Background: an optimization exercise with open tools, aiming at small area, a short achievable clock period and few clock cycles. Do not read the settings as production practice.
Where RTL was checked, it was by simulation tests only, not by an equivalence proof against the original.
The RTL of run 2 was laid out without a check of its function.
The clock port is modelled as an ideal driver, which makes a skipped or thinned clock tree look cheaper than it is; a real chip needs a root buffer or a tree.

==> flow/design.v, too long to show whole: its modules and the start of the top module <==
// module csi_fa: 7 lines
// module csi_ha: 7 lines
// module csi_top: 892 lines
module csi_top (
	input  logic        clk,
	input  logic        rst_n,
	input  logic        start,
	output logic [17:0] sram_addr,
	output logic [15:0] sram_wdata,
	output logic        sram_we_n,
	input  logic [15:0] sram_rdata,
	output logic        done
);
  // ...
==> flow/flow/run.sh <==
#!/bin/bash
# Standard ORFS layout with buf_2 port buffers, the clock tree options below with
# its branch-buffer level removed (flow/post_cts.tcl), and timing repair aimed
# at a 4.2 ns path delay. The constraints stay the design's (17 ns clock).
set -euo pipefail
here=$(pwd)
bash standard.sh "BUFFER_PORTS_ARGS=-buffer_cell sky130_fd_sc_hd__buf_2" SETUP_SLACK_MARGIN=12.8 MATCH_CELL_FOOTPRINT=0 \
  "CTS_ARGS=-sink_clustering_enable -repair_clock_nets -sink_clustering_size 24 -sink_clustering_max_diameter 100 -dont_use_dummy_load -sink_clustering_levels 1" \
  "POST_CTS_TCL=$here/flow/post_cts.tcl" \
  finish > flow.log 2>&1
==> flow/flow/post_cts.tcl <==
# Runs at the end of ORFS's CTS step (POST_CTS_TCL). TritonCTS builds
# clk -> root buffer -> H-tree branch buffers -> sink-cluster buffers -> registers.
# This removes the branch-buffer level and splits the root into $nroot buffers,
# each driven by the clock port and driving the cluster buffers of one sector of
# the die. Every register keeps the same two buffers on its clock path, so the
# tree stays balanced; only the common insertion delay shrinks.
set nroot 3
set block [ord::get_db_block]
set root [$block findInst clkbuf_0_clk]
if { $root == "NULL" } {
  puts "post_cts: no root buffer clkbuf_0_clk, tree left as is"
  return
}
set clk_net [[$root findITerm A] getNet]
set root_net [[$root findITerm X] getNet]

# 1. root drives the cluster buffers directly
foreach it [$root_net getITerms] {
  set inst [$it getInst]
  if { $inst == $root } { continue }
  if { ![string match "clkbuf_1_*" [$inst getName]] } { continue }
  set out_net [[$inst findITerm X] getNet]
  foreach load [$out_net getITerms] {
    if { [$load getInst] == $inst } { continue }
    $load disconnect
    $load connect $root_net
  }
  [$inst findITerm A] disconnect
  [$inst findITerm X] disconnect
  odb::dbInst_destroy $inst
  odb::dbNet_destroy $out_net
}

# 2. split the cluster buffers into sectors around their centroid
set leaves {}
set sx 0
set sy 0
foreach it [$root_net getITerms] {
  set inst [$it getInst]
  if { $inst == $root } { continue }
  set b [$inst getBBox]
  set x [expr { ([$b xMin] + [$b xMax]) / 2.0 }]
  set y [expr { ([$b yMin] + [$b yMax]) / 2.0 }]
  lappend leaves [list $it $x $y]
  set sx [expr { $sx + $x }]
  set sy [expr { $sy + $y }]
}
set n [llength $leaves]
set cx [expr { $sx / $n }]
set cy [expr { $sy / $n }]
set sorted {}
foreach l $leaves {
  lappend sorted [list [expr { atan2([lindex $l 2] - $cy, [lindex $l 1] - $cx) }] {*}$l]
}
set sorted [lsort -real -index 0 $sorted]
set master [[ord::get_db] findMaster sky130_fd_sc_hd__clkbuf_16]
for { set g 1 } { $g < $nroot } { incr g } {
  set lo [expr { $g * $n / $nroot }]
  set hi [expr { ($g + 1) * $n / $nroot }]
  set grp [lrange $sorted $lo [expr { $hi - 1 }]]
  set gx 0
  set gy 0
  foreach l $grp {
    set gx [expr { $gx + [lindex $l 2] }]
    set gy [expr { $gy + [lindex $l 3] }]
  }
  set gx [expr { int($gx / [llength $grp]) }]
  set gy [expr { int($gy / [llength $grp]) }]
  set buf [odb::dbInst_create $block $master "clkbuf_0_${g}_clk"]
  set net [odb::dbNet_create $block "clknet_0_${g}_clk"]
  $net setSigType CLOCK
  $buf setLocation $gx $gy
  $buf setPlacementStatus PLACED
  [$buf findITerm A] connect $clk_net
  [$buf findITerm X] connect $net
  foreach l $grp {
    set it [lindex $l 1]
    $it disconnect
    $it connect $net
  }
}
# group 0 stays on the original root
detailed_placement
check_placement -verbose
estimate_parasitics -placement
puts "post_cts: $nroot root buffers for $n cluster buffers"
report_clock_skew
==> flow/standard.sh <==
#!/bin/bash
# synth_recipe.tcl (not shown) runs the flow's synth.tcl, then flattens the netlist and writes it again
# the make line also repeats each setting of config.mk as NAME=value (left out here)
make -C /OpenROAD-flow-scripts/flow DESIGN_CONFIG=/design/flow/config.mk WORK_HOME=/design/flow/orfs CLKGATE_MAP_FILE= SYNTH_SCRIPT=/design/flow/synth_recipe.tcl "${@:-finish}"
==> flow/config.mk <==
export PLATFORM = sky130hd
export DESIGN_NAME = csi_top
export DESIGN_NICKNAME = csi_top
export VERILOG_FILES = /design/flow/design.v
export SDC_FILE = /design/flow/constraint.sdc
export NUM_CORES = 4
export LEC_CHECK = 0
export CAP_MARGIN = 20
export CORE_MARGIN = 2
export CORE_UTILIZATION = 65
export CTS_CLUSTER_DIAMETER = 100
export CTS_CLUSTER_SIZE = 30
export PLACE_DENSITY = 0.75
export SLEW_MARGIN = 20
export SYNTH_HIERARCHICAL = 1
export SYNTH_MINIMUM_KEEP_SIZE = 0
==> flow/constraint.sdc <==
create_clock -name core_clock -period 17.0 [get_ports {clk}]
set_input_delay 3.4000 -clock core_clock [delete_from_list [all_inputs] [get_ports {clk}]]
set_output_delay 3.4000 -clock core_clock [all_outputs]
set_load 0.01 [all_outputs]
==> results.sh, run 1 <==
export IMPL_gr_usage_all_layers_pct=27.3
export IMPL_finClkSkew_ns=0.0579
export IMPL_gp_congestion=0.934
export IMPL_grt_pass1_wl_um=64600
export IMPL_num_antenna_cells=1
export IMPL_finalSetupViolCount=0
export IMPL_cp_start_kind="flop"
export IMPL_synthAdderAreaFrac_pct=36.0
export IMPL_synth_xor_area_share_pct=1.56
export IMPL_routed_wl_um=40100
export IMPL_n_fill_cell=2077
export IMPL_required_ns=13.60
export IMPL_seq_cell_count=314
export IMPL_worst_slack_ns=12.72
export IMPL_wl_met2_um=19100
export IMPL_final_area_sq_um=20500
export IMPL_syn_num_nets=1927
export IMPL_die_x_um=176
export IMPL_outcome="finished clean"
export IMPL_grt_max_degree=89
export IMPL_drive_gt1_share_pct=12.2
export IMPL_multi_input_area_sq_um=11200
export IMPL_largest_register="L"
export IMPL_critPathBufInv=2
export IMPL_n_tap_cell=384
Testbench counts, summed over its fixed seeds: cycles 2,304,324.
==> run 2: changes to the inputs <==
--- a/flow/design.v
+++ b/flow/design.v
@@ -200,34 +200,16 @@
 csi_fa u_sb_4 (.a(tm1[4]), .b(tp2[4]), .c(sb_c3), .s(sb_s4), .co(sb_c4));
 wire sb_s5, sb_c5;
 csi_fa u_sb_5 (.a(tm1[5]), .b(tp2[5]), .c(sb_c4), .s(sb_s5), .co(sb_c5));
 wire sb_s6, sb_c6;
 csi_fa u_sb_6 (.a(tm1[6]), .b(tp2[6]), .c(sb_c5), .s(sb_s6), .co(sb_c6));
 wire sb_s7, sb_c7;
 csi_fa u_sb_7 (.a(tm1[7]), .b(tp2[7]), .c(sb_c6), .s(sb_s7), .co(sb_c7));
 assign sb = {sb_c7, sb_s7, sb_s6, sb_s5, sb_s4, sb_s3, sb_s2, sb_s1, sb_s0};
-wire [8:0] sc;
-wire sc_s0, sc_c0;
-csi_ha u_sc_0 (.a(tm2[0]), .b(tp3[0]), .s(sc_s0), .co(sc_c0));
-wire sc_s1, sc_c1;
-csi_fa u_sc_1 (.a(tm2[1]), .b(tp3[1]), .c(sc_c0), .s(sc_s1), .co(sc_c1));
-wire sc_s2, sc_c2;
-csi_fa u_sc_2 (.a(tm2[2]), .b(tp3[2]), .c(sc_c1), .s(sc_s2), .co(sc_c2));
-wire sc_s3, sc_c3;
-csi_fa u_sc_3 (.a(tm2[3]), .b(tp3[3]), .c(sc_c2), .s(sc_s3), .co(sc_c3));
-wire sc_s4, sc_c4;
-csi_fa u_sc_4 (.a(tm2[4]), .b(tp3[4]), .c(sc_c3), .s(sc_s4), .co(sc_c4));
-wire sc_s5, sc_c5;
-csi_fa u_sc_5 (.a(tm2[5]), .b(tp3[5]), .c(sc_c4), .s(sc_s5), .co(sc_c5));
-wire sc_s6, sc_c6;
-csi_fa u_sc_6 (.a(tm2[6]), .b(tp3[6]), .c(sc_c5), .s(sc_s6), .co(sc_c6));
-wire sc_s7, sc_c7;
-csi_fa u_sc_7 (.a(tm2[7]), .b(tp3[7]), .c(sc_c6), .s(sc_s7), .co(sc_c7));
-assign sc = {sc_c7, sc_s7, sc_s6, sc_s5, sc_s4, sc_s3, sc_s2, sc_s1, sc_s0};
 wire  [16:0] it_s, it_c;
 wire it_n1 = ~(ia[0] ^ ~ia[5]);
 wire it_n2 = ia[0] | ~ia[5];
 wire it_n3, it_n4;
 csi_fa u_it_n3 (.a(ia[1]), .b(~ia[6]), .c(~ib[0]), .s(it_n3), .co(it_n4));
 wire it_n5, it_n6;
 csi_ha u_it_n5 (.a(ib[3]), .b(ib[4]), .s(it_n5), .co(it_n6));
 wire it_n7, it_n8;
@@ -892,17 +874,17 @@
 end
 always_ff @(posedge clk) begin
 	xcur <= (ph[4] | ph[0]) ? ex(L[5]) : ires;
 	selb <= ph[0] | ph[2];
 	gnu  <= ~(ph[4] ? ex(L[4]) : ires);
 	gnv  <= ~(ph[4] ? ex(L[5]) : xcur);    
 	ia <= sa;    
 	ib <= sb;
-	ic <= sc;
+	ic <= {1'b0, tm2} + {1'b0, tp3};
 	rb_hs <= rbt_s[26:16];
 	rb_hc <= rbt_c[26:16];
 	rb_cy <= rb_lo[16];
 	g_hs  <= gt_s[26:16];
 	g_hc  <= gt_c[26:16];
 	g_cy  <= g_lo[16];
 end
 endmodule
==> flow/flow/run.sh (replaced) <==
#!/bin/bash
# Standard ORFS layout with buf_2 port buffers, the clock tree options below with
# its branch-buffer level removed (flow/post_cts.tcl), and timing repair aimed
# at a 4.3 ns path delay. The constraints stay the design's (17 ns clock).
set -euo pipefail
here=$(pwd)
bash standard.sh "BUFFER_PORTS_ARGS=-buffer_cell sky130_fd_sc_hd__buf_2" SETUP_SLACK_MARGIN=12.7 \
  "CTS_ARGS=-sink_clustering_enable -repair_clock_nets -sink_clustering_size 30 -sink_clustering_max_diameter 100 -dont_use_dummy_load -sink_clustering_levels 1" \
  "POST_CTS_TCL=$here/flow/post_cts.tcl" \
  finish > flow.log 2>&1
--- a/flow/flow/post_cts.tcl
+++ b/flow/flow/post_cts.tcl
@@ -1,15 +1,15 @@
 # Runs at the end of ORFS's CTS step (POST_CTS_TCL). TritonCTS builds
 # clk -> root buffer -> H-tree branch buffers -> sink-cluster buffers -> registers.
 # This removes the branch-buffer level and splits the root into $nroot buffers,
 # each driven by the clock port and driving the cluster buffers of one sector of
 # the die. Every register keeps the same two buffers on its clock path, so the
 # tree stays balanced; only the common insertion delay shrinks.
-set nroot 3
+set nroot 4
 set block [ord::get_db_block]
 set root [$block findInst clkbuf_0_clk]
 if { $root == "NULL" } {
   puts "post_cts: no root buffer clkbuf_0_clk, tree left as is"
   return
 }
 set clk_net [[$root findITerm A] getNet]
 set root_net [[$root findITerm X] getNet]
==> results.sh, run 2 <==
export IMPL_synthMostInstantiatedCell="fa_1"
export IMPL_seq_area_sq_um=7530
export IMPL_fin_tns_setup_ns=0
export IMPL_placement_cell_area_sq_um=20200
export IMPL_syn_avg_cell_area_sq_um=12.4
export IMPL_outcome="finished clean"
export IMPL_gp_congestion=0.921
export IMPL_hp_class="flop to flop"
export IMPL_path_class="flop to flop"
export IMPL_largest_register="L"
export IMPL_cp_start_kind="flop"
export IMPL_syn_num_nets=1993
export IMPL_stdcell_count=2006
export IMPL_synth_distinct_cells=73
export IMPL_ys_seq_area_share_pct=38.4
export IMPL_core_area_sq_um=29600
export IMPL_clk_latency_ns=0.32
export IMPL_die_x_um=177
export IMPL_syn_instance_count=1571
export IMPL_async_flop_share_pct=0.955
export IMPL_syn2layout_area_growth_pct=6.51
export IMPL_report_final_slew_viol_count=0
export IMPL_max_cap_violations=0
export IMPL_cp_common_cell="fa_1"
export IMPL_synth_main_ff_cell="dfxtp_1"
export IMPL_critPathSlowestCell="fa_1"
export IMPL_vias_per_cell=6.07
export IMPL_clkTransAtPathRegs_ns=0.10
export IMPL_crit_arrival_ns=4.48
export IMPL_yosys_warnings=8
export IMPL_synth_area_sq_um=19600
export IMPL_die_h_um=177
export IMPL_num_antenna_cells=0
export IMPL_grt_overflow_total=0
export IMPL_worstPathMaxFanout=6
export IMPL_relSlewSlack_pct=35.8
export IMPL_yosys_top_cells_count="242 x fa_1, 191 x dfxtp_1, 161 x ha_1, 120 x edfxtp_1, 119 x inv_1"
export IMPL_io_buffers=54
export IMPL_multi_input_area_sq_um=11500
export IMPL_ys_ff_latch=314
export IMPL_drt_initial_drc_count=965
export IMPL_grt_max_degree=89
export IMPL_holdWs_ns=0.375
export IMPL_finalCritPeriodShare_pct=25.2
export IMPL_grt_pass1_wl_um=67600
export IMPL_die_area_sq_um=31500
export IMPL_hold_viol=0
export IMPL_routed_wl_um=42000
export IMPL_route_detailed_drc=0
export IMPL_yosys_top_cells_area="fa_1 25%, dfxtp_1 20%, edfxtp_1 18%"
export IMPL_drive_gt1_share_pct=11.3
export IMPL_synth_edf_count=120
export IMPL_reg_top3="L: 88 flops, sram_addr: 18 flops, wc: 17 flops"
export IMPL_layout_commonest_cell="fa_1"
export IMPL_first_global_vias=12517
export IMPL_finalCriticalPeriod_ns=4.29
export IMPL_pin_count=55
export IMPL_antenna_found_initial=1
export IMPL_n_fill_cell=2161
export IMPL_fmax_mhz=233
export IMPL_final_area_sq_um=20800
export IMPL_final_cell_mix="242 x fa_1, 176 x dfxtp_1, 158 x ha_1"
export IMPL_dr_pass1_iters=5
export IMPL_end_kind="flop"
export IMPL_clock_sinks=314
export IMPL_required_ns=17.20
export IMPL_hpwl_um=32300
export IMPL_ant_nets=0
export IMPL_std_cell_rows=63
export IMPL_tightestPinTransition_ns=0.953
export IMPL_path_cells="inv_2 -> fa_1 -> fa_1 -> fa_1 -> fa_1 -> ha_4 -> a2111oi_4 -> o21ai_1 -> o211a_4 -> a311oi_4 -> xnor2_2 -> mux2_2"
export IMPL_nets=2040
export IMPL_finalSetupViolCount=0
export IMPL_vias=12175
export IMPL_wire_per_inst_um=20.9
export IMPL_rsz0062_at_grt="true"
export IMPL_synth_largest_area_cell="fa_1"
export IMPL_start_util_pct=66.0
export IMPL_finClkSkew_ns=0.0421
export IMPL_worst_path_largest_cell_delay_ns=0.55
export IMPL_gr_usage_all_layers_pct=28.2
export IMPL_place_inst=1982
export IMPL_synth_top_area_share_pct=24.8
export IMPL_largest_reg_flops=88
[run 2: logic make-up (layout without fill, tap and decap cells)]
| kind of cell | after synthesis | in the layout | synth area share (%) |
|---|---|---|---|
| buffers and inverters | 161 | 206 | 3.18 |
| xor gates and xnor gates | 35 | 35 | 1.57 |
| DFF | 314 | 314 | 38.4 |
| muxes | 92 | 92 | 4.96 |
| and+or+nand+nor | 298 | 298 | 7.29 |
| adders and majority gates | 403 | 403 | 35.1 |
| AOI/OAI and AO/OA | 268 | 268 | 9.58 |
[run 2: final timing paths]
path                       startpoint      end  slack [ns]  cells after the start
setup reg to reg                ia[7]  xcur[4]       12.71                     12
hold / removal                L[3][7]  L[4][7]        0.37                      0
hold reg to reg               L[3][7]  L[4][7]        0.37                      0
min in group asynchronous       rst_n       we        2.84                      1
max in group asynchronous       rst_n      run       14.05                      1
setup / recovery                ia[7]  xcur[4]       12.71                     12
[run 2: per-stage QoR]
| stage | util [%] | setup slack (ns) |
|---|---|---|
| after global routing | 70.3 | 12.63 |
| after floorplan | - | 12.80 |
| final | 70.3 | 12.71 |
| after detailed placement | 68.2 | 12.49 |
| after global placement | 68.2 | 12.63 |
[run 2: layout make-up, without the clock buffers]
type                       instances  share of cell area [%]
multi-input combinational       1096                    55.4
inverter                         120                    2.16
buffer                             3                   0.360
timing repair buffer              70                    2.06
sequential                       314                    36.1
tap                              390                    2.34
[run 2: Yosys stat by module (local to each module, per instance)]
module	area (sq um)	copies in the design
csi_fa	20.0	236
csi_ha	12.5	66
csi_top	14000	1
[run 2: critical path, delay by kind of cell, from the launching register on]
kind / cells / cell delay, ns
xor gates and xnor gates: 1 / 0.10
DFF: 1 / 0.38
AOI/OAI and AO/OA: 4 / 1.19
adders and majority gates: 5 / 2.18
muxes: 1 / 0.26
buffers and inverters: 1 / 0.06
[run 2: per-layer routing]
layer / GRT usage (%) / share of wire (%) / up-vias
li1: - / - / 5585
met1: 40.8 / 46 / 6147
met2: 46.0 / 47 / 379
met3: 4.09 / 5.5 / 64
met4: 5.40 / 1.6 / 0
met5: 0 / 0 / -

[separate check: timing with driven ports]
No port has a modelled driver above. Below, the same layouts with a new extraction and two added sets of constraints. Step 1, drivers: a clkbuf_16 drives clk and a buf_2 each remaining input, both assumed. Step 2 moves the port delays by t, midway between the first and last clock arrival at a register: inputs arrive t later, outputs are due t later. That takes back most of the time a late clock gives input paths. Slacks: ideal / step 1 / step 2; pairs: ideal / step 1.
run | t, ns | slack for setup (ns) | slew at the worst register clock pin (ns)
run 1 | 0.398 | 12.720 / 12.644 / 12.906 | 0.10 / 0.10
run 2 | 0.402 | 12.713 / 12.633 / 12.713 | 0.11 / 0.11
After both steps setup and hold are still met in every run listed.
